Context: an optimization exercise on an open-source flow, tuned for small area. The choices shown serve that exercise and are no tape-out recipe.
In this exercise RTL edits were held to simulation tests only and were not proved equivalent to the original.

Design CORDIC_Vectoring_top1, start of the top module:
module CORDIC_Vectoring_top1 #(
        parameter DATA_WIDTH = 16,
        parameter CORDIC_WIDTH = 22,
        parameter CORDIC_STAGES = 16,
        parameter ANGLE_WIDTH = 16
    ) (
        input clk,
        input nreset,
        input vec_en,
        input signed [DATA_WIDTH-1:0] x_vec_in,
        input signed [DATA_WIDTH-1:0] y_vec_in,
        input angle_calc_enable_in,
        output signed [DATA_WIDTH-1:0] x_vec_out,
        output output_valid_o,
        output [CORDIC_STAGES-1:0] micro_angle_o,
        output [1:0] quad_out,
        output vec_microRot_out_start,
        output signed [ANGLE_WIDTH-1:0] angle_out
    );
Settings: LEC_CHECK=0, ABC_AREA=1, CAP_MARGIN=20, CORE_MARGIN=2, CORE_UTILIZATION=40, CTS_BUF_LIST=sky130_fd_sc_hd__clkbuf_4, CTS_CLUSTER_DIAMETER=40, CTS_CLUSTER_SIZE=10, PLACE_DENSITY=0.6, SLEW_MARGIN=20; clock period 10.0 ns.
standard.sh (not shown) runs the stock make flow with config.mk's settings and CLKGATE_MAP_FILE= SYNTH_SCRIPT=/design/flow/synth_recipe.tcl, a recipe that flattens the netlist after the stock synthesis.
==> flow/flow/run.sh <==
#!/bin/bash
# Standard synthesis, then a re-optimisation of its combinational logic around the
# full adders (netopt.py + resynth.ys), then the standard layout flow.
set -euo pipefail
LIB=$FLOW_HOME/platforms/sky130hd/lib/sky130_fd_sc_hd__tt_025C_1v80.lib
R=orfs/results/sky130hd/CORDIC_Vectoring_top1/base
bash standard.sh synth > standard_synth.log 2>&1
cp $R/1_2_yosys.v standard_1_2_yosys.v
python3 flow/netopt.py $LIB standard_1_2_yosys.v netopt.v > netopt.log 2>&1
sed -e "s#LIBFILE#$LIB#g" -e "s#FLOWHOME#$FLOW_HOME#g" -e "s#FLOWDIR#$PWD/flow#g" flow/resynth.ys > resynth.ys
yosys -s resynth.ys > resynth.log 2>&1
cp resynth.v $R/1_2_yosys.v
touch $R/1_2_yosys.v
rm -f $R/1_synth.odb
bash standard.sh synth > standard_synth2.log 2>&1
bash standard.sh BUFFER_PORTS_ARGS="-buffer_cell sky130_fd_sc_hd__buf_1" CTS_ARGS="-sink_clustering_enable -repair_clock_nets -sink_clustering_size 16 -sink_clustering_max_diameter 50 -buf_list sky130_fd_sc_hd__clkbuf_8 -dont_use_dummy_load" finish > standard_finish.log 2>&1
==> flow/flow/resynth.ys <==
# Re-synthesis of the combinational glue of the standard synthesis netlist
# (netopt.v, written by netopt.py). Flip-flops, adders and tie cells stay as they are.
read_liberty -lib LIBFILE
read_verilog netopt.v
hierarchy -top CORDIC_Vectoring_top1
proc
opt -purge
techmap
opt -fast -purge
abc -script FLOWDIR/abc_amap.script -liberty LIBFILE -dont_use sky130_fd_sc_hd__probe_p_8 -dont_use sky130_fd_sc_hd__probec_p_8 -dont_use sky130_fd_sc_hd__lpflow_bleeder_1 -dont_use sky130_fd_sc_hd__lpflow_clkbufkapwr_1 -dont_use sky130_fd_sc_hd__lpflow_clkbufkapwr_16 -dont_use sky130_fd_sc_hd__lpflow_clkbufkapwr_2 -dont_use sky130_fd_sc_hd__lpflow_clkbufkapwr_4 -dont_use sky130_fd_sc_hd__lpflow_clkbufkapwr_8 -dont_use sky130_fd_sc_hd__lpflow_clkinvkapwr_1 -dont_use sky130_fd_sc_hd__lpflow_clkinvkapwr_16 -dont_use sky130_fd_sc_hd__lpflow_clkinvkapwr_2 -dont_use sky130_fd_sc_hd__lpflow_clkinvkapwr_4 -dont_use sky130_fd_sc_hd__lpflow_clkinvkapwr_8 -dont_use sky130_fd_sc_hd__lpflow_decapkapwr_12 -dont_use sky130_fd_sc_hd__lpflow_decapkapwr_3 -dont_use sky130_fd_sc_hd__lpflow_decapkapwr_4 -dont_use sky130_fd_sc_hd__lpflow_decapkapwr_6 -dont_use sky130_fd_sc_hd__lpflow_decapkapwr_8 -dont_use sky130_fd_sc_hd__lpflow_inputiso0n_1 -dont_use sky130_fd_sc_hd__lpflow_inputiso0p_1 -dont_use sky130_fd_sc_hd__lpflow_inputiso1n_1 -dont_use sky130_fd_sc_hd__lpflow_inputiso1p_1 -dont_use sky130_fd_sc_hd__lpflow_inputisolatch_1 -dont_use sky130_fd_sc_hd__lpflow_isobufsrc_1 -dont_use sky130_fd_sc_hd__lpflow_isobufsrc_16 -dont_use sky130_fd_sc_hd__lpflow_isobufsrc_2 -dont_use sky130_fd_sc_hd__lpflow_isobufsrc_4 -dont_use sky130_fd_sc_hd__lpflow_isobufsrc_8 -dont_use sky130_fd_sc_hd__lpflow_isobufsrckapwr_16 -dont_use sky130_fd_sc_hd__lpflow_lsbuf_lh_hl_isowell_tap_1 -dont_use sky130_fd_sc_hd__lpflow_lsbuf_lh_hl_isowell_tap_2 -dont_use sky130_fd_sc_hd__lpflow_lsbuf_lh_hl_isowell_tap_4 -dont_use sky130_fd_sc_hd__lpflow_lsbuf_lh_isowell_4 -dont_use sky130_fd_sc_hd__lpflow_lsbuf_lh_isowell_tap_1 -dont_use sky130_fd_sc_hd__lpflow_lsbuf_lh_isowell_tap_2 -dont_use sky130_fd_sc_hd__lpflow_lsbuf_lh_isowell_tap_4  -D 10000
setundef -zero
splitnets
opt_clean -purge
hilomap -singleton -hicell sky130_fd_sc_hd__conb_1 HI -locell sky130_fd_sc_hd__conb_1 LO
insbuf -buf sky130_fd_sc_hd__buf_1 A X
opt_clean -purge
tee -o resynth_stat.txt stat -liberty LIBFILE
write_verilog -noattr -nohex -nodec resynth.v
Other scripts of this flow, unchanged in this note and not shown: flow/flow/abc_amap.script, flow/flow/netopt.py
Change:
--- a/flow/flow/run.sh
+++ b/flow/flow/run.sh
@@ -15,2 +15,2 @@
 bash standard.sh synth > standard_synth2.log 2>&1
-bash standard.sh BUFFER_PORTS_ARGS="-buffer_cell sky130_fd_sc_hd__buf_1" CTS_ARGS="-sink_clustering_enable -repair_clock_nets -sink_clustering_size 16 -sink_clustering_max_diameter 50 -buf_list sky130_fd_sc_hd__clkbuf_8 -dont_use_dummy_load" finish > standard_finish.log 2>&1
+bash standard.sh BUFFER_PORTS_ARGS="-buffer_cell sky130_fd_sc_hd__buf_1" finish > standard_finish.log 2>&1
--- a/flow/flow/resynth.ys
+++ b/flow/flow/resynth.ys
@@ -14,3 +14,3 @@
 hilomap -singleton -hicell sky130_fd_sc_hd__conb_1 HI -locell sky130_fd_sc_hd__conb_1 LO
-insbuf -buf sky130_fd_sc_hd__buf_1 A X
+insbuf -buf sky130_fd_sc_hd__buf_4 A X
 opt_clean -purge
After rerunning:
- The new run completed with no timing, DRC or antenna violations
- core utilization rises by 0.35 points
- count of clock-buffer cells in the layout rises by 61
- design area rose by about 0.9%
- global-route usage hardly moves
- cell count increases by 2.5%
- critical path depth came out higher by 1
- clock skew falls by 0.017 ns
- worst setup slack loses 0.056 ns
- hold slack stays flat
Change:
- CORE_UTILIZATION: 40 -> 55
- PLACE_DENSITY: 0.6 -> 0.75
The new run completed with no timing, DRC or antenna violations.
Design area goes down by 1.3%.
Via count goes up by 2.3%.
Area after synthesis is unchanged.
Routed wire length goes down by 2.4%.
Sequential share of layout area goes up by 0.52 points.
Flip-flop and latch count is unchanged.

==> separate check: timing with driven ports <==
The flow's constraints put no driver on any port. The routed layouts listed below were extracted and timed again, unchanged, in two steps.
Step 1 sets driving cells, clkbuf_16 on the clock port and buf_2 on the other inputs (assumed; they add their load-dependent delay and slew).
Step 2 adds t to the input delays and takes it off the output delays; t is the mean of the earliest and latest rising clock arrival at the registers after step 1. Input paths then give back, and output paths get back, about the clock's delay inside the block.
Three values: ideal ports, drivers, drivers and shift; two values: the first two.
run	shift t [ns]	setup WS [ns]	worst hold slack (ns)	slew at the worst register clock pin (ns)
the first run	0.738	0.405 / 0.405 / 0.405	0.375 / 0.375 / 0.375	0.10 / 0.10
the second run	0.992	0.349 / 0.349 / 0.349	0.377 / 0.377 / 0.377	0.11 / 0.11
the third run	0.976	0.349 / 0.349 / 0.349	0.383 / 0.383 / 0.383	0.11 / 0.11
After both steps every run listed still meets setup and hold.
